This design comes from an exercise in tuning for small area and a short achievable clock period on the open sky130 flow, not from production work. No run shown here included a check of the RTL's function; only the layout flow was run. Power is estimated from default activity; no workload was simulated.

**flow/flow/run.sh**
```bash
#!/bin/bash
set -euo pipefail
bash standard.sh SETUP_SLACK_MARGIN=9.5 finish > run_layout.log 2>&1
```
**flow/standard.sh**
```bash
#!/bin/bash
# synth_recipe.tcl (not shown) runs the flow's synth.tcl, then flattens the netlist and writes it again
# the make line also repeats each setting of config.mk as NAME=value (left out here)
make -C /OpenROAD-flow-scripts/flow DESIGN_CONFIG=/design/flow/config.mk WORK_HOME=/design/flow/orfs CLKGATE_MAP_FILE= SYNTH_SCRIPT=/design/flow/synth_recipe.tcl "${@:-finish}"
```
**flow/config.mk**
```make
export PLATFORM = sky130hd
export DESIGN_NAME = array_top
export DESIGN_NICKNAME = array_top
export VERILOG_FILES = /design/flow/design.v
export SDC_FILE = /design/flow/constraint.sdc
export NUM_CORES = 8
export LEC_CHECK = 0
export ABC_AREA = 1
export CAP_MARGIN = 20
export CORE_MARGIN = 2
export CORE_UTILIZATION = 40
export SETUP_SLACK_MARGIN = 0.2
export SLEW_MARGIN = 20
```
**flow/constraint.sdc**
```tcl
create_clock -name core_clock -period 14.0 [get_ports {clk}]
set_input_delay 2.8000 -clock core_clock [delete_from_list [all_inputs] [get_ports {clk}]]
set_output_delay 2.8000 -clock core_clock [all_outputs]
set_load 0.01 [all_outputs]
```
**flow/design.v**
```verilog
module array_top #(parameter ARRAY_SIZE=4, parameter LOG_ARRAY_SIZE=2) (
    input clk,
    input [(ARRAY_SIZE*ARRAY_SIZE*32)-1:0] weights,
    input [(ARRAY_SIZE*8)-1:0] inputs,
    input [3:0] in_width,
    input [3:0] weight_width,
    input s_in,
    input s_weight,
    output reg [(ARRAY_SIZE*(10+LOG_ARRAY_SIZE)*4)-1:0] psum
    );
    localparam COL_WIDTH = 10+LOG_ARRAY_SIZE;
    localparam MW = 28;     
    wire a8 = in_width[3];
    wire a4 = ~in_width[3] & in_width[2];
    wire w8 = weight_width[3];
    wire w4 = ~weight_width[3] & weight_width[2];
    reg [(ARRAY_SIZE*ARRAY_SIZE*32)-1:0] weight_reg;
    reg [ARRAY_SIZE*MW-1:0] f_reg, f3_reg, fn_reg;
    reg [ARRAY_SIZE*12-1:0] sgn_reg;    
    reg [ARRAY_SIZE-1:0] w8_d, w4_d, s_in_d, s_weight_d;
    reg w8_reg, w4_reg, s_in_reg, s_weight_reg;
    wire [ARRAY_SIZE*MW-1:0] f, f3, fn;
    genvar r, c;
    generate
        for (r = 0; r < ARRAY_SIZE; r = r + 1) begin: prep
            row_prep rp (
                .x(inputs[r*8 +: 8]), .a8(a8), .a4(a4), .s_in(s_in),
                .f(f[r*MW +: MW]), .f3(f3[r*MW +: MW]), .fn(fn[r*MW +: MW])
            );
        end
    endgenerate
    wire [2:0] sgn = {s_weight, s_weight & ~w8, s_weight & ~w8 & ~w4};
    wire [(ARRAY_SIZE*COL_WIDTH*4)-1:0] tsum;    
    systolic_array #(.ARRAY_SIZE(ARRAY_SIZE), .COL_WIDTH(COL_WIDTH)) sa0(
        .clk(clk),
        .weights(weight_reg),
        .f(f_reg),
        .f3(f3_reg),
        .fn(fn_reg),
        .sgn(sgn_reg),
        .tsums(tsum)
    );
    wire [(ARRAY_SIZE*COL_WIDTH*4)-1:0] psum_next;
    generate
        for (c = 0; c < ARRAY_SIZE; c = c + 1) begin: cols
            column_fuse #(.COL_WIDTH(COL_WIDTH)) cf (
                .t(~tsum[c*COL_WIDTH*4 +: COL_WIDTH*4]),
                .w8(w8_d[c]),
                .w4(w4_d[c]),
                .s_in(s_in_d[c]),
                .s_weight(s_weight_d[c]),
                .psum(psum_next[c*COL_WIDTH*4 +: COL_WIDTH*4])
            );
        end
    endgenerate
    always @(posedge clk) begin
        weight_reg <= weights;
        f_reg <= f;
        f3_reg <= f3;
        fn_reg <= fn;
        sgn_reg <= {ARRAY_SIZE{sgn & {3{~a8 & ~a4}}, sgn & {3{~a8 & ~a4}}, sgn & {3{~a8}}, sgn}};
        w8_reg <= w8;
        w4_reg <= w4;
        s_in_reg <= s_in;
        s_weight_reg <= s_weight;
        w8_d <= {ARRAY_SIZE{w8_reg}};
        w4_d <= {ARRAY_SIZE{w4_reg}};
        s_in_d <= {ARRAY_SIZE{s_in_reg}};
        s_weight_d <= {ARRAY_SIZE{s_weight_reg}};
        psum <= psum_next;
    end
endmodule
module column_fuse #(parameter COL_WIDTH=12) (
    input [(COL_WIDTH*4)-1:0] t,
    input w8,
    input w4,
    input s_in,
    input s_weight,
    output [(COL_WIDTH*4)-1:0] psum
    );
    wire e0 = s_in;
    wire e1 = s_in | (s_weight & ~w8);
    wire e2 = s_in;
    wire e3 = s_in | s_weight;
    wire [COL_WIDTH-1:0] t0 = t[0*COL_WIDTH +: COL_WIDTH];
    wire [COL_WIDTH-1:0] t1 = t[1*COL_WIDTH +: COL_WIDTH];
    wire [COL_WIDTH-1:0] t2 = t[2*COL_WIDTH +: COL_WIDTH];
    wire [COL_WIDTH-1:0] t3 = t[3*COL_WIDTH +: COL_WIDTH];
    wire [15:0] x0 = {{4{e0 & t0[COL_WIDTH-1]}}, t0};
    wire [15:0] x1 = {{4{e1 & t1[COL_WIDTH-1]}}, t1};
    wire [15:0] x2 = {{4{e2 & t2[COL_WIDTH-1]}}, t2};
    wire [15:0] x3 = {{4{e3 & t3[COL_WIDTH-1]}}, t3};
    wire [15:0] l0 = x0 + {x1[13:0], 2'b00};
    wire [15:0] l1 = x2 + {x3[13:0], 2'b00};
    wire [19:0] r  = {{4{l0[15]}}, l0} + {l1, 4'b0000};
    assign psum = w8 ? {{28{r[19]}}, r} :
                  w4 ? {{8{l1[15]}}, l1, {8{l0[15]}}, l0} :
                  t;
endmodule
module systolic_array #(parameter ARRAY_SIZE=4, parameter COL_WIDTH=12)
    (
        input clk,
        input [ARRAY_SIZE*ARRAY_SIZE*32-1:0] weights,
        input [ARRAY_SIZE*28-1:0] f,
        input [ARRAY_SIZE*28-1:0] f3,
        input [ARRAY_SIZE*28-1:0] fn,
        input [ARRAY_SIZE*12-1:0] sgn,    
        output [ARRAY_SIZE*COL_WIDTH*4-1:0] tsums
    );
    localparam [COL_WIDTH-1:0] TN_INIT = -1 - 4*1116;
    wire [ARRAY_SIZE*COL_WIDTH*4-1:0] s_fwd [0:ARRAY_SIZE];
    wire [ARRAY_SIZE*8-1:0] c_fwd [0:ARRAY_SIZE];
    assign s_fwd[0] = {(ARRAY_SIZE*4){TN_INIT}};
    assign c_fwd[0] = {(ARRAY_SIZE*8){1'b0}};
    assign tsums = s_fwd[ARRAY_SIZE];
    genvar i, j, g;
    generate
        for (i = 0; i < ARRAY_SIZE; i = i + 1) begin: rows
            wire [11*3-1:0] m1_0, m2_0, m3_0;
            wire [7*3-1:0]  m1_1, m2_1, m3_1;
            wire [5*3-1:0]  m1_2, m2_2, m3_2;
            wire [5*3-1:0]  m1_3, m2_3, m3_3;
            for (g = 0; g < 3; g = g + 1) begin: groups
                sign_lookup #(.W(11)) s0 (.f(f[i*28 +: 11]), .f3(f3[i*28 +: 11]), .fn(fn[i*28 +: 11]),
                    .sgn(sgn[i*12+0*3+g]), .m1(m1_0[g*11 +: 11]), .m2(m2_0[g*11 +: 11]), .m3(m3_0[g*11 +: 11]));
                sign_lookup #(.W(7))  s1 (.f(f[i*28+11 +: 7]), .f3(f3[i*28+11 +: 7]), .fn(fn[i*28+11 +: 7]),
                    .sgn(sgn[i*12+1*3+g]), .m1(m1_1[g*7 +: 7]), .m2(m2_1[g*7 +: 7]), .m3(m3_1[g*7 +: 7]));
                sign_lookup #(.W(5))  s2 (.f(f[i*28+18 +: 5]), .f3(f3[i*28+18 +: 5]), .fn(fn[i*28+18 +: 5]),
                    .sgn(sgn[i*12+2*3+g]), .m1(m1_2[g*5 +: 5]), .m2(m2_2[g*5 +: 5]), .m3(m3_2[g*5 +: 5]));
                sign_lookup #(.W(5))  s3 (.f(f[i*28+23 +: 5]), .f3(f3[i*28+23 +: 5]), .fn(fn[i*28+23 +: 5]),
                    .sgn(sgn[i*12+3*3+g]), .m1(m1_3[g*5 +: 5]), .m2(m2_3[g*5 +: 5]), .m3(m3_3[g*5 +: 5]));
            end
            wire [11*4-1:0] q1_0 = {m1_0[22 +: 11], m1_0[0 +: 11], m1_0[11 +: 11], m1_0[0 +: 11]};
            wire [11*4-1:0] q2_0 = {m2_0[22 +: 11], m2_0[0 +: 11], m2_0[11 +: 11], m2_0[0 +: 11]};
            wire [11*4-1:0] q3_0 = {m3_0[22 +: 11], m3_0[0 +: 11], m3_0[11 +: 11], m3_0[0 +: 11]};
            wire [7*4-1:0]  q1_1 = {m1_1[14 +: 7], m1_1[0 +: 7], m1_1[7 +: 7], m1_1[0 +: 7]};
            wire [7*4-1:0]  q2_1 = {m2_1[14 +: 7], m2_1[0 +: 7], m2_1[7 +: 7], m2_1[0 +: 7]};
            wire [7*4-1:0]  q3_1 = {m3_1[14 +: 7], m3_1[0 +: 7], m3_1[7 +: 7], m3_1[0 +: 7]};
            wire [5*4-1:0]  q1_2 = {m1_2[10 +: 5], m1_2[0 +: 5], m1_2[5 +: 5], m1_2[0 +: 5]};
            wire [5*4-1:0]  q2_2 = {m2_2[10 +: 5], m2_2[0 +: 5], m2_2[5 +: 5], m2_2[0 +: 5]};
            wire [5*4-1:0]  q3_2 = {m3_2[10 +: 5], m3_2[0 +: 5], m3_2[5 +: 5], m3_2[0 +: 5]};
            wire [5*4-1:0]  q1_3 = {m1_3[10 +: 5], m1_3[0 +: 5], m1_3[5 +: 5], m1_3[0 +: 5]};
            wire [5*4-1:0]  q2_3 = {m2_3[10 +: 5], m2_3[0 +: 5], m2_3[5 +: 5], m2_3[0 +: 5]};
            wire [5*4-1:0]  q3_3 = {m3_3[10 +: 5], m3_3[0 +: 5], m3_3[5 +: 5], m3_3[0 +: 5]};
            for (j = 0; j < ARRAY_SIZE; j = j + 1) begin: columns
                wire [COL_WIDTH*4-1:0] s_out;
                wire [7:0] c_out;
                fusion_unit #(.COL_WIDTH(COL_WIDTH), .LAST(i == ARRAY_SIZE-1)) fu (
                    .weight(weights[(i*ARRAY_SIZE+j)*32 +: 32]),
                    .sn_in(s_fwd[i][j*COL_WIDTH*4 +: COL_WIDTH*4]),
                    .cn_in(c_fwd[i][j*8 +: 8]),
                    .m1_0(q1_0), .m2_0(q2_0), .m3_0(q3_0),
                    .m1_1(q1_1), .m2_1(q2_1), .m3_1(q3_1),
                    .m1_2(q1_2), .m2_2(q2_2), .m3_2(q3_2),
                    .m1_3(q1_3), .m2_3(q2_3), .m3_3(q3_3),
                    .sn_out(s_out),
                    .cn_out(c_out)
                );
                reg [COL_WIDTH*4-1:0] t_reg;
                always @(posedge clk) t_reg <= s_out;
                assign s_fwd[i+1][j*COL_WIDTH*4 +: COL_WIDTH*4] = t_reg;
                if (i < ARRAY_SIZE-1) begin: carries
                    reg [7:0] c_reg;
                    always @(posedge clk) c_reg <= c_out;
                    assign c_fwd[i+1][j*8 +: 8] = c_reg;
                end else begin: no_carries
                    assign c_fwd[i+1][j*8 +: 8] = 8'd0;
                end
            end
        end
    endgenerate
endmodule
module fusion_unit #(parameter COL_WIDTH=12, parameter LAST=0) (
    input [31:0] weight,
    input [COL_WIDTH*4-1:0] sn_in,
    input [7:0] cn_in,
    input [11*4-1:0] m1_0, m2_0, m3_0,
    input [7*4-1:0]  m1_1, m2_1, m3_1,
    input [5*4-1:0]  m1_2, m2_2, m3_2,
    input [5*4-1:0]  m1_3, m2_3, m3_3,
    output [COL_WIDTH*4-1:0] sn_out,
    output [7:0] cn_out
    );
    genvar q;
    generate
        for (q = 0; q < 4; q = q + 1) begin: digits
            if (LAST) begin: last
                fusion_subunit_last #(.COL_WIDTH(COL_WIDTH)) fs (
                    .d0(weight[0*8 + 2*q +: 2]),
                    .d1(weight[1*8 + 2*q +: 2]),
                    .d2(weight[2*8 + 2*q +: 2]),
                    .d3(weight[3*8 + 2*q +: 2]),
                    .m1_0(m1_0[q*11 +: 11]), .m2_0(m2_0[q*11 +: 11]), .m3_0(m3_0[q*11 +: 11]),
                    .m1_1(m1_1[q*7 +: 7]),   .m2_1(m2_1[q*7 +: 7]),   .m3_1(m3_1[q*7 +: 7]),
                    .m1_2(m1_2[q*5 +: 5]),   .m2_2(m2_2[q*5 +: 5]),   .m3_2(m3_2[q*5 +: 5]),
                    .m1_3(m1_3[q*5 +: 5]),   .m2_3(m2_3[q*5 +: 5]),   .m3_3(m3_3[q*5 +: 5]),
                    .sn_in(sn_in[q*COL_WIDTH +: COL_WIDTH]),
                    .cn_in(cn_in[q*2 +: 2]),
                    .sn_out(sn_out[q*COL_WIDTH +: COL_WIDTH])
                );
                assign cn_out[q*2 +: 2] = 2'b00;
            end else begin: mid
                fusion_subunit #(.COL_WIDTH(COL_WIDTH)) fs (
                    .d0(weight[0*8 + 2*q +: 2]),
                    .d1(weight[1*8 + 2*q +: 2]),
                    .d2(weight[2*8 + 2*q +: 2]),
                    .d3(weight[3*8 + 2*q +: 2]),
                    .m1_0(m1_0[q*11 +: 11]), .m2_0(m2_0[q*11 +: 11]), .m3_0(m3_0[q*11 +: 11]),
                    .m1_1(m1_1[q*7 +: 7]),   .m2_1(m2_1[q*7 +: 7]),   .m3_1(m3_1[q*7 +: 7]),
                    .m1_2(m1_2[q*5 +: 5]),   .m2_2(m2_2[q*5 +: 5]),   .m3_2(m3_2[q*5 +: 5]),
                    .m1_3(m1_3[q*5 +: 5]),   .m2_3(m2_3[q*5 +: 5]),   .m3_3(m3_3[q*5 +: 5]),
                    .sn_in(sn_in[q*COL_WIDTH +: COL_WIDTH]),
                    .cn_in(cn_in[q*2 +: 2]),
                    .sn_out(sn_out[q*COL_WIDTH +: COL_WIDTH]),
                    .cn_out(cn_out[q*2 +: 2])
                );
            end
        end
    endgenerate
endmodule
module fusion_subunit #(parameter COL_WIDTH=12) (
    input [1:0] d0, d1, d2, d3,
    input [10:0] m1_0, m2_0, m3_0,
    input [6:0]  m1_1, m2_1, m3_1,
    input [4:0]  m1_2, m2_2, m3_2,
    input [4:0]  m1_3, m2_3, m3_3,
    input [COL_WIDTH-1:0] sn_in,
    input [1:0] cn_in,
    output [COL_WIDTH-1:0] sn_out,
    output [1:0] cn_out
    );
    wire [10:0] pn0;
    wire [6:0]  pn1;
    wire [4:0]  pn2, pn3;
    bitbrick #(.W(11)) bb0 (.d(d0), .m1(m1_0), .m2(m2_0), .m3(m3_0), .pn(pn0));
    bitbrick #(.W(7))  bb1 (.d(d1), .m1(m1_1), .m2(m2_1), .m3(m3_1), .pn(pn1));
    bitbrick #(.W(5))  bb2 (.d(d2), .m1(m1_2), .m2(m2_2), .m3(m3_2), .pn(pn2));
    bitbrick #(.W(5))  bb3 (.d(d3), .m1(m1_3), .m2(m2_3), .m3(m3_3), .pn(pn3));
    wire n1, n2;
    assign n1 = sn_in[0] ^ pn0[0];
    assign n2 = sn_in[0] & pn0[0];
    wire n3, n4;
    assign n3 = sn_in[1] ^ pn0[1] ^ pn1[1];
    assign n4 = (sn_in[1] & pn0[1]) | (sn_in[1] & pn1[1]) | (pn0[1] & pn1[1]);
    wire n5, n6;
    assign n5 = sn_in[2] ^ pn0[2] ^ pn1[2];
    assign n6 = (sn_in[2] & pn0[2]) | (sn_in[2] & pn1[2]) | (pn0[2] & pn1[2]);
    wire n7, n8;
    assign n7 = sn_in[3] ^ pn0[3] ^ pn1[3];
    assign n8 = (sn_in[3] & pn0[3]) | (sn_in[3] & pn1[3]) | (pn0[3] & pn1[3]);
    wire n9, n10;
    assign n9 = sn_in[4] ^ cn_in[0] ^ pn0[4];
    assign n10 = (sn_in[4] & cn_in[0]) | (sn_in[4] & pn0[4]) | (cn_in[0] & pn0[4]);
    wire n11, n12;
    assign n11 = pn1[4] ^ pn2[4];
    assign n12 = pn1[4] & pn2[4];
    wire n13, n14;
    assign n13 = sn_in[5] ^ pn0[5];
    assign n14 = sn_in[5] & pn0[5];
    wire n15, n16;
    assign n15 = pn1[0] ^ pn2[0];
    assign n16 = pn1[0] & pn2[0];
    wire n17, n18;
    assign n17 = pn2[1] ^ pn3[1] ^ n2;
    assign n18 = (pn2[1] & pn3[1]) | (pn2[1] & n2) | (pn3[1] & n2);
    wire n19, n20;
    assign n19 = pn2[2] ^ pn3[2] ^ n4;
    assign n20 = (pn2[2] & pn3[2]) | (pn2[2] & n4) | (pn3[2] & n4);
    wire n21, n22;
    assign n21 = pn2[3] ^ pn3[3] ^ n6;
    assign n22 = (pn2[3] & pn3[3]) | (pn2[3] & n6) | (pn3[3] & n6);
    wire n23, n24;
    assign n23 = pn3[4] ^ n11 ^ n8;
    assign n24 = (pn3[4] & n11) | (pn3[4] & n8) | (n11 & n8);
    wire n25, n26;
    assign n25 = pn1[5] ^ n12 ^ n13;
    assign n26 = (pn1[5] & n12) | (pn1[5] & n13) | (n12 & n13);
    wire n27, n28;
    assign n27 = sn_in[6] ^ pn0[6] ^ pn1[6];
    assign n28 = (sn_in[6] & pn0[6]) | (sn_in[6] & pn1[6]) | (pn0[6] & pn1[6]);
    wire n29, n30;
    assign n29 = pn3[0] ^ n15;
    assign n30 = pn3[0] & n15;
    wire n31, n32;
    assign n31 = n16 ^ n3 ^ n17;
    assign n32 = (n16 & n3) | (n16 & n17) | (n3 & n17);
    wire n33, n34;
    assign n33 = n5 ^ n18 ^ n19;
    assign n34 = (n5 & n18) | (n5 & n19) | (n18 & n19);
    wire n35, n36;
    assign n35 = n7 ^ n20 ^ n21;
    assign n36 = (n7 & n20) | (n7 & n21) | (n20 & n21);
    wire n37, n38;
    assign n37 = n9 ^ n22 ^ n23;
    assign n38 = (n9 & n22) | (n9 & n23) | (n22 & n23);
    wire n39, n40;
    assign n39 = n10 ^ n24 ^ n25;
    assign n40 = (n10 & n24) | (n10 & n25) | (n24 & n25);
    wire n41, n42;
    assign n41 = n14 ^ n27 ^ n26;
    assign n42 = (n14 & n27) | (n14 & n26) | (n27 & n26);
    wire n43, n44;
    assign n43 = sn_in[7] ^ pn0[7] ^ n28;
    assign n44 = (sn_in[7] & pn0[7]) | (sn_in[7] & n28) | (pn0[7] & n28);
    wire n45, n46;
    assign n45 = sn_in[8] ^ cn_in[1] ^ pn0[8];
    assign n46 = (sn_in[8] & cn_in[1]) | (sn_in[8] & pn0[8]) | (cn_in[1] & pn0[8]);
    wire n47, n48;
    assign n47 = sn_in[9] ^ pn0[9];
    assign n48 = sn_in[9] & pn0[9];
    wire n49, n50;
    assign n49 = sn_in[10] ^ pn0[10];
    assign n50 = sn_in[10] & pn0[10];
    wire [11:0] ra = {n50, n48, n46, n44, n42, n40, n38, n36, n34, n32, n30, n29};
    wire [11:0] rb = {sn_in[11], n49, n47, n45, n43, n41, n39, n37, n35, n33, n31, n1};
    wire [11:0] cy;
    assign cy[0] = 1'b0;
    assign cy[4] = 1'b0;
    assign cy[8] = 1'b0;
    assign sn_out[0] = ra[0] ^ rb[0] ^ cy[0];
    assign cy[1] = (ra[0] & rb[0]) | (ra[0] & cy[0]) | (rb[0] & cy[0]);
    assign sn_out[1] = ra[1] ^ rb[1] ^ cy[1];
    assign cy[2] = (ra[1] & rb[1]) | (ra[1] & cy[1]) | (rb[1] & cy[1]);
    assign sn_out[2] = ra[2] ^ rb[2] ^ cy[2];
    assign cy[3] = (ra[2] & rb[2]) | (ra[2] & cy[2]) | (rb[2] & cy[2]);
    assign sn_out[3] = ra[3] ^ rb[3] ^ cy[3];
    assign cn_out[0] = (ra[3] & rb[3]) | (ra[3] & cy[3]) | (rb[3] & cy[3]);
    assign sn_out[4] = ra[4] ^ rb[4] ^ cy[4];
    assign cy[5] = (ra[4] & rb[4]) | (ra[4] & cy[4]) | (rb[4] & cy[4]);
    assign sn_out[5] = ra[5] ^ rb[5] ^ cy[5];
    assign cy[6] = (ra[5] & rb[5]) | (ra[5] & cy[5]) | (rb[5] & cy[5]);
    assign sn_out[6] = ra[6] ^ rb[6] ^ cy[6];
    assign cy[7] = (ra[6] & rb[6]) | (ra[6] & cy[6]) | (rb[6] & cy[6]);
    assign sn_out[7] = ra[7] ^ rb[7] ^ cy[7];
    assign cn_out[1] = (ra[7] & rb[7]) | (ra[7] & cy[7]) | (rb[7] & cy[7]);
    assign sn_out[8] = ra[8] ^ rb[8] ^ cy[8];
    assign cy[9] = (ra[8] & rb[8]) | (ra[8] & cy[8]) | (rb[8] & cy[8]);
    assign sn_out[9] = ra[9] ^ rb[9] ^ cy[9];
    assign cy[10] = (ra[9] & rb[9]) | (ra[9] & cy[9]) | (rb[9] & cy[9]);
    assign sn_out[10] = ra[10] ^ rb[10] ^ cy[10];
    assign cy[11] = (ra[10] & rb[10]) | (ra[10] & cy[10]) | (rb[10] & cy[10]);
    assign sn_out[11] = ra[11] ^ rb[11] ^ cy[11];
endmodule
module fusion_subunit_last #(parameter COL_WIDTH=12) (
    input [1:0] d0, d1, d2, d3,
    input [10:0] m1_0, m2_0, m3_0,
    input [6:0]  m1_1, m2_1, m3_1,
    input [4:0]  m1_2, m2_2, m3_2,
    input [4:0]  m1_3, m2_3, m3_3,
    input [COL_WIDTH-1:0] sn_in,
    input [1:0] cn_in,
    output [COL_WIDTH-1:0] sn_out
    );
    wire [10:0] pn0;
    wire [6:0]  pn1;
    wire [4:0]  pn2, pn3;
    bitbrick #(.W(11)) bb0 (.d(d0), .m1(m1_0), .m2(m2_0), .m3(m3_0), .pn(pn0));
    bitbrick #(.W(7))  bb1 (.d(d1), .m1(m1_1), .m2(m2_1), .m3(m3_1), .pn(pn1));
    bitbrick #(.W(5))  bb2 (.d(d2), .m1(m1_2), .m2(m2_2), .m3(m3_2), .pn(pn2));
    bitbrick #(.W(5))  bb3 (.d(d3), .m1(m1_3), .m2(m2_3), .m3(m3_3), .pn(pn3));
    wire n1, n2;
    assign n1 = sn_in[0] ^ pn0[0];
    assign n2 = sn_in[0] & pn0[0];
    wire n3, n4;
    assign n3 = sn_in[1] ^ pn0[1] ^ pn1[1];
    assign n4 = (sn_in[1] & pn0[1]) | (sn_in[1] & pn1[1]) | (pn0[1] & pn1[1]);
    wire n5, n6;
    assign n5 = sn_in[2] ^ pn0[2] ^ pn1[2];
    assign n6 = (sn_in[2] & pn0[2]) | (sn_in[2] & pn1[2]) | (pn0[2] & pn1[2]);
    wire n7, n8;
    assign n7 = sn_in[3] ^ pn0[3] ^ pn1[3];
    assign n8 = (sn_in[3] & pn0[3]) | (sn_in[3] & pn1[3]) | (pn0[3] & pn1[3]);
    wire n9, n10;
    assign n9 = sn_in[4] ^ cn_in[0] ^ pn0[4];
    assign n10 = (sn_in[4] & cn_in[0]) | (sn_in[4] & pn0[4]) | (cn_in[0] & pn0[4]);
    wire n11, n12;
    assign n11 = pn1[4] ^ pn2[4];
    assign n12 = pn1[4] & pn2[4];
    wire n13, n14;
    assign n13 = sn_in[5] ^ pn0[5];
    assign n14 = sn_in[5] & pn0[5];
    wire n15, n16;
    assign n15 = pn1[0] ^ pn2[0];
    assign n16 = pn1[0] & pn2[0];
    wire n17, n18;
    assign n17 = pn2[1] ^ pn3[1] ^ n2;
    assign n18 = (pn2[1] & pn3[1]) | (pn2[1] & n2) | (pn3[1] & n2);
    wire n19, n20;
    assign n19 = pn2[2] ^ pn3[2] ^ n4;
    assign n20 = (pn2[2] & pn3[2]) | (pn2[2] & n4) | (pn3[2] & n4);
    wire n21, n22;
    assign n21 = pn2[3] ^ pn3[3] ^ n6;
    assign n22 = (pn2[3] & pn3[3]) | (pn2[3] & n6) | (pn3[3] & n6);
    wire n23, n24;
    assign n23 = pn3[4] ^ n11 ^ n8;
    assign n24 = (pn3[4] & n11) | (pn3[4] & n8) | (n11 & n8);
    wire n25, n26;
    assign n25 = pn1[5] ^ n12 ^ n13;
    assign n26 = (pn1[5] & n12) | (pn1[5] & n13) | (n12 & n13);
    wire n27, n28;
    assign n27 = sn_in[6] ^ pn0[6] ^ pn1[6];
    assign n28 = (sn_in[6] & pn0[6]) | (sn_in[6] & pn1[6]) | (pn0[6] & pn1[6]);
    wire n29, n30;
    assign n29 = pn3[0] ^ n15;
    assign n30 = pn3[0] & n15;
    wire n31, n32;
    assign n31 = n16 ^ n3 ^ n17;
    assign n32 = (n16 & n3) | (n16 & n17) | (n3 & n17);
    wire n33, n34;
    assign n33 = n5 ^ n18 ^ n19;
    assign n34 = (n5 & n18) | (n5 & n19) | (n18 & n19);
    wire n35, n36;
    assign n35 = n7 ^ n20 ^ n21;
    assign n36 = (n7 & n20) | (n7 & n21) | (n20 & n21);
    wire n37, n38;
    assign n37 = n9 ^ n22 ^ n23;
    assign n38 = (n9 & n22) | (n9 & n23) | (n22 & n23);
    wire n39, n40;
    assign n39 = n10 ^ n24 ^ n25;
    assign n40 = (n10 & n24) | (n10 & n25) | (n24 & n25);
    wire n41, n42;
    assign n41 = n14 ^ n27 ^ n26;
    assign n42 = (n14 & n27) | (n14 & n26) | (n27 & n26);
    wire n43, n44;
    assign n43 = sn_in[7] ^ pn0[7] ^ n28;
    assign n44 = (sn_in[7] & pn0[7]) | (sn_in[7] & n28) | (pn0[7] & n28);
    wire n45, n46;
    assign n45 = sn_in[8] ^ cn_in[1] ^ pn0[8];
    assign n46 = (sn_in[8] & cn_in[1]) | (sn_in[8] & pn0[8]) | (cn_in[1] & pn0[8]);
    wire n47, n48;
    assign n47 = sn_in[9] ^ pn0[9];
    assign n48 = sn_in[9] & pn0[9];
    wire n49, n50;
    assign n49 = sn_in[10] ^ pn0[10];
    assign n50 = sn_in[10] & pn0[10];
    wire [11:0] ra = {n50, n48, n46, n44, n42, n40, n38, n36, n34, n32, n30, n29};
    wire [11:0] rb = {sn_in[11], n49, n47, n45, n43, n41, n39, n37, n35, n33, n31, n1};
    assign sn_out = ra + rb;
endmodule
module bitbrick #(parameter W=11) (
    input [1:0] d,
    input [W-1:0] m1,
    input [W-1:0] m2,
    input [W-1:0] m3,
    output [W-1:0] pn
    );
    wire s1 = ~d[1] & d[0];
    wire s2 = d[1] & ~d[0];
    wire s3 = d[1] & d[0];
    assign pn = ~(({W{s1}} & m1) | ({W{s2}} & m2) | ({W{s3}} & m3) |
                  ({W{~d[1] & ~d[0]}} & {1'b1, {(W-1){1'b0}}}));
endmodule
module row_prep (
    input [7:0] x,
    input a8,
    input a4,
    input s_in,
    output [27:0] f,      
    output [27:0] f3,     
    output [27:0] fn      
    );
    wire a2 = ~a8 & ~a4;
    wire [10:0] x8  = {{3{s_in & x[7]}}, x};
    wire [10:0] x4l = {{7{s_in & x[3]}}, x[3:0]};
    wire [10:0] x2a = {{9{s_in & x[1]}}, x[1:0]};
    wire [6:0]  x4h = {{3{s_in & x[7]}}, x[7:4]};
    wire [6:0]  x2b = {{5{s_in & x[3]}}, x[3:2]};
    wire [4:0]  x2c = {{3{s_in & x[5]}}, x[5:4]};
    wire [4:0]  x2d = {{3{s_in & x[7]}}, x[7:6]};
    wire [10:0] t8  = x8 + {x8[9:0], 1'b0};
    wire [10:0] t4l = x4l + {x4l[9:0], 1'b0};
    wire [10:0] t2a = x2a + {x2a[9:0], 1'b0};
    wire [6:0]  t4h = x4h + {x4h[5:0], 1'b0};
    wire [6:0]  t2b = x2b + {x2b[5:0], 1'b0};
    wire [4:0]  t2c = x2c + {x2c[3:0], 1'b0};
    wire [4:0]  t2d = x2d + {x2d[3:0], 1'b0};
    wire [10:0] n8  = -x8;
    wire [10:0] n4l = -x4l;
    wire [10:0] n2a = -x2a;
    wire [6:0]  n4h = -x4h;
    wire [6:0]  n2b = -x2b;
    wire [4:0]  n2c = -x2c;
    wire [4:0]  n2d = -x2d;
    assign f  = {{5{a2}} & x2d, {5{a2}} & x2c,
                 ({7{a4}} & x4h) | ({7{a2}} & x2b),
                 ({11{a8}} & x8) | ({11{a4}} & x4l) | ({11{a2}} & x2a)};
    assign f3 = {{5{a2}} & t2d, {5{a2}} & t2c,
                 ({7{a4}} & t4h) | ({7{a2}} & t2b),
                 ({11{a8}} & t8) | ({11{a4}} & t4l) | ({11{a2}} & t2a)};
    assign fn = {{5{a2}} & n2d, {5{a2}} & n2c,
                 ({7{a4}} & n4h) | ({7{a2}} & n2b),
                 ({11{a8}} & n8) | ({11{a4}} & n4l) | ({11{a2}} & n2a)};
endmodule
module sign_lookup #(parameter W=11) (
    input [W-1:0] f,
    input [W-1:0] f3,
    input [W-1:0] fn,
    input sgn,
    output [W-1:0] m1,
    output [W-1:0] m2,
    output [W-1:0] m3
    );
    localparam [W-1:0] TOP = {1'b1, {(W-1){1'b0}}};
    assign m1 = f ^ TOP;
    assign m2 = (sgn ? {fn[W-2:0], 1'b0} : {f[W-2:0], 1'b0}) ^ TOP;
    assign m3 = (sgn ? fn : f3) ^ TOP;
endmodule
```
==> results_dict.tcl, run 1 <==
set metrics [dict create \
    outcome "timing/DRC/antenna clean" \
    die_h_um 586.4 \
    netlist_instances 17000 \
    drc_errors 0 \
    p_leak_nw 77.36 \
    syn_area_per_cell_sq_um 7.979 \
    min_period_over_period_pct 33.13 \
    grt_overflow_total 0 \
    finalNetCount 20930 \
    netlist_area_sq_um 135700 \
    crit_path_max_incr_delay_ns 1.06 \
    dieArea_sq_um 343900 \
    ioPinCount 747 \
    synth_compound_area_share_pct 13.27 \
    place_hpwl_um 514100 \
    synthTopCellsByArea "dfxtp_1 27%, fa_1 21%, inv_1 9.9%" \
    firstDrtPassIters 8 \
    maxCapViolCount 0 \
    largest_register_ffs 768 \
    period_needed_ns 4.639 \
    endpoint_kind "flop" \
    clkSinkCount 1812 \
    clockRootBuffer "clkbuf_16" \
    num_vias 119100 \
    htree_levels 4 \
    wire_per_inst_um 26.62 \
    synth_xor_area_share_pct 2.298 \
    switching_share_pct 51.24 \
    cts_made_buffers 213 \
    crit_type "reg -> reg" \
    wl_um 603000 \
    final_hold_viol_count 0 \
    yosys.area.top_type_share_pct 26.74 \
    critPathCapture "sa0.rows[3].columns[2].t_reg[4]" \
    place_area_sq_um 148600 \
    p_int_mw 21.64 \
    rsz0062_at_grt "yes" \
    startpoint "f_reg[97]" \
    yosysMostFrequentCell "inv_1" \
    synth_mux_area_share_pct 0 \
    cts_hold_buffers 0 \
    yosysTopAreaCell "dfxtp_1" \
    area_growth_pct 17.85 \
    fin_skew_ns 0.1067 \
    clock_latency_ns 0.99 \
    cts_tree "built" \
    drive_gt1_share_pct 6.056 \
    io_buffers 742 \
    pwr-share-seq_pct 20.0 \
    powerDensity_nw_per_um2 277.6 \
    cp_max_fo 14 \
    antenna_left 0 \
    cp_num_buf_inv 5 \
    synth_top_family_by_area "adder cells" \
    via_per_inst 5.261 \
    fillCellCount 33280 \
    path_clk_slew_ns 0.06 \
    fin_area_sq_um 159900 \
    cp.arrival_ns 5.33 \
    met2_usage_pct 54.50 \
    synth_fa_ha_area_share_pct 30.74 \
    synth_cell_types 53 \
    setup-tns-final_ns 0 \
    worst_path_max_delay_cell "xor2_1" \
    drt-initial-drc-count 12000 \
    yosys.area_share.simple_pct 15.92 \
    reg2reg_to "sa0.rows[3].columns[2].t_reg[4]" \
    ys_ff_latch 1812 \
    ff2ff_path_depth 14 \
    fmax_mhz 215.6 \
    grt_util_met1_pct 43.27 \
    clock_path_buffers 4 \
    core.rowCount 213 \
    slew_headroom_pct 8.019 \
    tightest_slew_ns 1.375 \
    worst_path_most_repeated_cell "fa_1" \
    synth_edf_count 0 \
    vdd_drop_max_mv 0.2143 \
    path_depth 14 \
    crit_chain "buf_8 > clkinvlp_4 > buf_4 > o22ai_1 > a21oi_1 > fa_1 > inv_1 > fa_1 > inv_1 > fa_1 > ha_1 > a21oi_1 > nand2_1 > xor2_1" \
    setup-violations-final 0 \
    grt_start_max_net_pins 69 \
    core-area_sq_um 337100 \
    p_sw_mw 22.74 \
    first_global_vias 113300 \
    r2r_start "f_reg[97]" \
    path_delay_family "adder cells" \
    synthArstFlopShare_pct 0 \
    fp.dieW_um 586.4 \
    required_ns 14.69 \
    hold_path.class "reg -> reg" \
    track_usage_pct 33.98 \
    ys_seq_area_share_pct 26.74 \
    place.gp.congestion 1.002 \
    startpoint_type "flop" \
    start_util_pct 40.24 \
    synth_commonest_cells "3588 x inv_1, 3337 x nand2_1, 1812 x dfxtp_1" \
    top_usage_layer "met2" \
    antenna_found_initial 67 \
    rrSetupSlack_ns 9.36 \
    grt_pass1_wl_um 826700 \
    slew_violations 0 \
    synth_nets 20050 \
    ys_warn_count 2 \
    clock_power_share_pct 13.6 \
    grtUsageMet3_pct 4.414 \
    p_comb_share_pct 66.3 \
    synth_ff_type "dfxtp_1" \
]
-- worst register-to-register path, delay by kind of cell (launching register included) --
| kind | cells | cell delay, ns |
|---|---|---|
| fa+ha+maj | 4 | 1.61 |
| simple gates | 1 | 0.10 |
| buf+inv | 5 | 0.90 |
| flops | 1 | 0.34 |
| compound gates | 3 | 0.41 |
| xor+xnor | 1 | 1.06 |
-- repair_timing --
item	in CTS	in global routing
cloned	6	14
buffers inserted	40	59
hold endpoints to repair	0	0
pin swaps	13	42
gates resized for setup	561	334
setup endpoints to repair	717	292
-- cell families (layout without fill, tap and decap cells) --
kind of cell / after synthesis / in the layout
AOI/OAI and AO/OA: 2961 / 2961
xor gates and xnor gates: 356 / 356
adders and majority gates: 2486 / 2486
buffers and inverters: 3972 / 5023
DFF: 1812 / 1812
other: 0 / 70
and+or+nand+nor: 5417 / 5426
-- power by group through the flow --
stage | clock [mW] | combinational, mW | sequential (mW)
2_1_floorplan | 0 | 17.4 | 8.14
3_3_place_gp | 0 | 28.0 | 8.93
3_5_place_dp | 0 | 28.1 | 8.96
4_1_cts | 6.16 | 28.3 | 8.84
5_1_grt | 6.35 | 32.3 | 8.93
6_report | 6.06 | 29.4 | 8.88
-- area by class of cell --
cell class                 instances  area [sq um]  share of cell area, %
sequential                      1812         36370                  22.74
tap                             4515          5649                  3.533
timing repair buffer            1008          9947                  6.221
clock buffer                     269          5782                  3.616
antenna                           70         175.2                 0.1096
clock inverter                   120          1775                  1.110
multi-input combinational      11230         86490                  54.09
inverter                        3626         13710                  8.576
-- placed cells by master (no fill, tap or decap), types with 219 or more instances in the layout --
cell / netlist / layout
nand3_1: 742 / 735
o211ai_1: 234 / 234
fa_1: 1412 / 1392
dfxtp_1: 1812 / 1771
a21oi_1: 902 / 841
o22ai_1: 340 / 340
o21ai_0: 706 / 607
nor2_1: 1155 / 1136
clkdlybuf4s50_1: 0 / 539
clkbuf_16: 0 / 219
nand2_1: 3337 / 3304
ha_1: 1074 / 1062
inv_1: 3588 / 3562
xor2_1: 251 / 237
-- per-stage QoR --
step                      hold WS, ns  std cells  power [mW]  util (%)  setup slack, ns
after global routing           0.3168      22630       47.63     47.41            9.360
after detailed placement       0.3147      22070       37.11     44.08            8.109
after CTS                      0.3138      22510       43.31     46.79            9.323
after floorplan                0.3096      17000       25.53         -            9.567
final                          0.3260      22650       44.38     47.43            9.361
after global placement         0.3131      22070       36.93     44.08            8.159
-- routing by layer --
metal / vias up / part of all wire (%) / routed length [um]
li1: 55910 / - / -
met1: 56370 / 41 / 246000
met2: 5540 / 45 / 270000
met3: 1310 / 6.8 / 41190
met4: 22 / 7.6 / 45620
met5: - / 0.023 / 137
-- worst min path at each step --
stage | start | end | slack [ns] | cells after the start
after floorplan | s_in_reg | s_in_d[0] | 0.31 | 0
after global placement | w8_reg | w8_d[0] | 0.31 | 0
after detailed placement | w4_reg | w4_d[0] | 0.31 | 0
after CTS | w8_reg | w8_d[0] | 0.31 | 0
after global routing | w8_reg | w8_d[0] | 0.32 | 0
final | w4_reg | w4_d[0] | 0.33 | 0
==> run 2, diff against run 1 <==
==> flow/flow/run.sh (replaced) <==
#!/bin/bash
set -euo pipefail
KNOBS="SETUP_SLACK_MARGIN=9.6 MATCH_CELL_FOOTPRINT=0"
bash standard.sh $KNOBS synth floorplan place > log_1_place.log 2>&1
RES=orfs/results/sky130hd/array_top/base \
LIB=$FLOW_HOME/platforms/sky130hd/lib/sky130_fd_sc_hd__tt_025C_1v80.lib \
  openroad -no_init -exit flow/port_buffers.tcl > log_2_port_buffers.log 2>&1
bash standard.sh $KNOBS finish > log_3_finish.log 2>&1
==> flow/flow/port_buffers.tcl (new file) <==
# Swap the port buffers of the placed design for buf_4 and legalize.
read_db $::env(RES)/3_place.odb
read_liberty $::env(LIB)
set n 0
foreach inst [[ord::get_db_block] getInsts] {
  set name [$inst getName]
  if {[regexp {^(input|output)[0-9]+$} $name]} {
    if {[[$inst getMaster] getName] ne "sky130_fd_sc_hd__buf_4"} {
      replace_cell $name sky130_fd_sc_hd__buf_4
      incr n
    }
  }
}
puts "port buffers replaced: $n"
detailed_placement
check_placement -verbose
write_db $::env(RES)/3_place.odb
==> results_dict.tcl, run 2 <==
set metrics [dict create \
    outcome "timing/DRC/antenna clean" \
    antenna_found_initial 67 \
    final_hold_viol_count 0 \
    clock_power_share_pct 13.2 \
    clock_path_buffers 4 \
    via_per_inst 5.309 \
    io_buffers 742 \
    area_growth_pct 18.04 \
    fin_skew_ns 0.06940 \
    firstDrtPassIters 6 \
    synthTopCellsByArea "dfxtp_1 27%, fa_1 21%, inv_1 9.9%" \
    pre_cts_ws_ns 7.722 \
    die_h_um 586.4 \
    grt_pass1_wl_um 821400 \
    powerDensity_nw_per_um2 279.2 \
    first_global_vias 114000 \
    clock_latency_ns 0.95 \
    cp.arrival_ns 5.16 \
    core-area_sq_um 337100 \
    tightest_slew_ns 1.228 \
    ys_ff_latch 1812 \
    yosys.area.top_type_share_pct 26.74 \
    p_comb_share_pct 66.8 \
    place_hpwl_um 500600 \
    finalNetCount 20960 \
    synth_edf_count 0 \
    htree_levels 4 \
    rsz0062_at_grt "yes" \
    place_area_sq_um 148500 \
    p_leak_nw 78.05 \
    slew_headroom_pct 17.85 \
    crit_type "reg -> reg" \
    ys_warn_count 2 \
    hold_path.class "reg -> reg" \
    path_clk_slew_ns 0.06 \
    start_util_pct 40.24 \
    drc_errors 0 \
    synth_commonest_cells "3588 x inv_1, 3337 x nand2_1, 1812 x dfxtp_1" \
    largest_register_ffs 768 \
    drive_gt1_share_pct 11.60 \
    cp_max_fo 8 \
    fillCellCount 33650 \
    track_usage_pct 33.61 \
    synth_nets 20050 \
    required_ns 14.73 \
    min_period_over_period_pct 31.65 \
    setup-violations-final 0 \
    power_mw 44.72 \
    netlist_area_sq_um 135700 \
    mostFrequentLayoutCell "inv_1" \
    setup-tns-final_ns 0 \
    synth_ff_type "dfxtp_1" \
    drt-initial-drc-count 12500 \
    vdd_drop_max_mv 0.2735 \
    slew_violations 0 \
    maxCapViolCount 0 \
    yosysTopAreaCell "dfxtp_1" \
    p_int_mw 21.86 \
    switching_share_pct 51.13 \
    cts_made_buffers 208 \
    cts_tree "built" \
    grt_start_max_net_pins 71 \
    antenna_left 0 \
    period_needed_ns 4.431 \
    final_cell_mix "3553 x inv_1, 3291 x nand2_1, 1758 x dfxtp_1, 1342 x fa_1, 1113 x nor2_1" \
    wl_um 597500 \
    startpoint_type "flop" \
    p_sw_mw 22.87 \
    fmax_mhz 225.7 \
    core.rowCount 213 \
    yosysMostFrequentCell "inv_1" \
    num_vias 120200 \
    syn_area_per_cell_sq_um 7.979 \
    synth_cell_types 53 \
    setup_ws_ns 9.569 \
    synthArstFlopShare_pct 0 \
    clockRootBuffer "clkbuf_16" \
    fin_area_sq_um 160200 \
    wire_per_inst_um 26.39 \
    ioPinCount 747 \
    endpoint_kind "flop" \
    dieArea_sq_um 343900 \
    ys_seq_area_share_pct 26.74 \
    grt_overflow_total 0 \
    place.gp.congestion 1.009 \
    netlist_instances 17000 \
    fp.dieW_um 586.4 \
    pwr-share-seq_pct 19.9 \
    clkSinkCount 1812 \
]
-- run 2: final timing paths --
kind | cells past startpoint | start | to | slack, ns
max | 13 | sgn_reg[36] | sa0.rows[3].columns[3].t_reg[28] | 9.57
min | 0 | w4_reg | w4_d[0] | 0.33
max reg2reg | 13 | sgn_reg[36] | sa0.rows[3].columns[3].t_reg[28] | 9.57
min reg2reg | 0 | w4_reg | w4_d[0] | 0.33
-- run 2: power by group through the flow --
stage / Clock [mW] / Sequential, mW / Combinational (mW)
after global routing: 6.21 / 8.95 / 32.8
after global placement: 0 / 8.93 / 27.7
after floorplan: 0 / 8.14 / 17.4
final: 5.92 / 8.91 / 29.9
after detailed placement: 0 / 8.95 / 28.0
after CTS: 6.03 / 8.85 / 28.3
-- run 2: metrics by stage --
step	instances	hold slack (ns)	util [%]
finish	22640	0.3254	47.51
global route	22630	0.3294	47.50
global placement	22050	0.3103	44.04
floorplan	17000	0.3096	-
CTS	22520	0.3252	46.56
detailed placement	22050	0.3121	44.04
-- run 2: cells by family after synthesis --
family,synth area share [%]
XOR/XNOR,2.298
AND/OR/NAND/NOR,15.92
adder cells (fa/ha/maj),30.74
flip-flops,26.74
buffers and inverters,11.04
AO/OA/AOI/OAI,13.27
-- run 2: repair_timing --
item,CTS,global route
hold buffers,0,0
buffers inserted,83,67
pin swaps,29,121
setup endpoints to repair,588,300
resized for setup,486,551
gates cloned,17,13
-- run 2: critical path, stage by stage, from the launching register on --
cell and delay [ns]:
dfxtp_4 0.41, clkbuf_16 0.20, buf_12 0.17, o21ai_4 0.33, a21oi_1 0.22, fa_1 0.46
inv_1 0.08, fa_1 0.42, fa_1 0.49, inv_1 0.04, ha_1 0.34, a21oi_1 0.22
nand2_1 0.09, xor2_1 0.75
-- run 2: layer usage --
metal / up-vias / GRT usage, % / part of all wire, %
met5: - / 0 / 0.019
met3: 1293 / 4.424 / 7.6
met4: 18 / 21.17 / 7.4
li1: 55980 / - / -
met1: 57000 / 43.43 / 41
met2: 5906 / 53.16 / 44
-- run 2: final cells by class --
type	count	area, sq um	share of cell area (%)
diodes	39	97.59	0.06094
well taps	4515	5649	3.527
multi-input cells	11230	88000	54.95
clock inverters	101	1479	0.9234
inverters	3626	13730	8.571
clock buffers	276	5863	3.661
repair buffers	1043	8961	5.595
flip-flops and latches	1812	36380	22.72

static timing again, ports no longer ideal:
Ports are ideal in the flow. The routed layouts listed here were re-timed in OpenROAD. Step 1 sets driving cells, clkbuf_16 on the clock port and buf_2 on the other inputs (assumed; they add their load-dependent delay and slew). Step 2 moves the port delays by t, midway between the first and last clock arrival at a register: inputs arrive t later, outputs are due t later. That takes back most of the time a late clock gives input paths. Slacks: no drivers / after step 1 / after step 2; pairs: no drivers / after step 1.
run | t (ns) | slack for setup (ns) | hold WS [ns] | clock arrival spread, ns | worst register clock-pin slew, ns
run 1 | 1.050 | 9.361 / 9.361 / 8.521 | 0.326 / 0.326 / 0.326 | 0.112 / 0.111 | 0.07 / 0.07
run 2 | 1.025 | 9.569 / 9.569 / 8.548 | 0.325 / 0.325 / 0.325 | 0.072 / 0.072 | 0.07 / 0.07
After both steps every run listed still meets setup and hold. For run 2, which loses most, drivers alone change the setup slack by 0.000 ns; drivers and shift together by -1.021 ns.
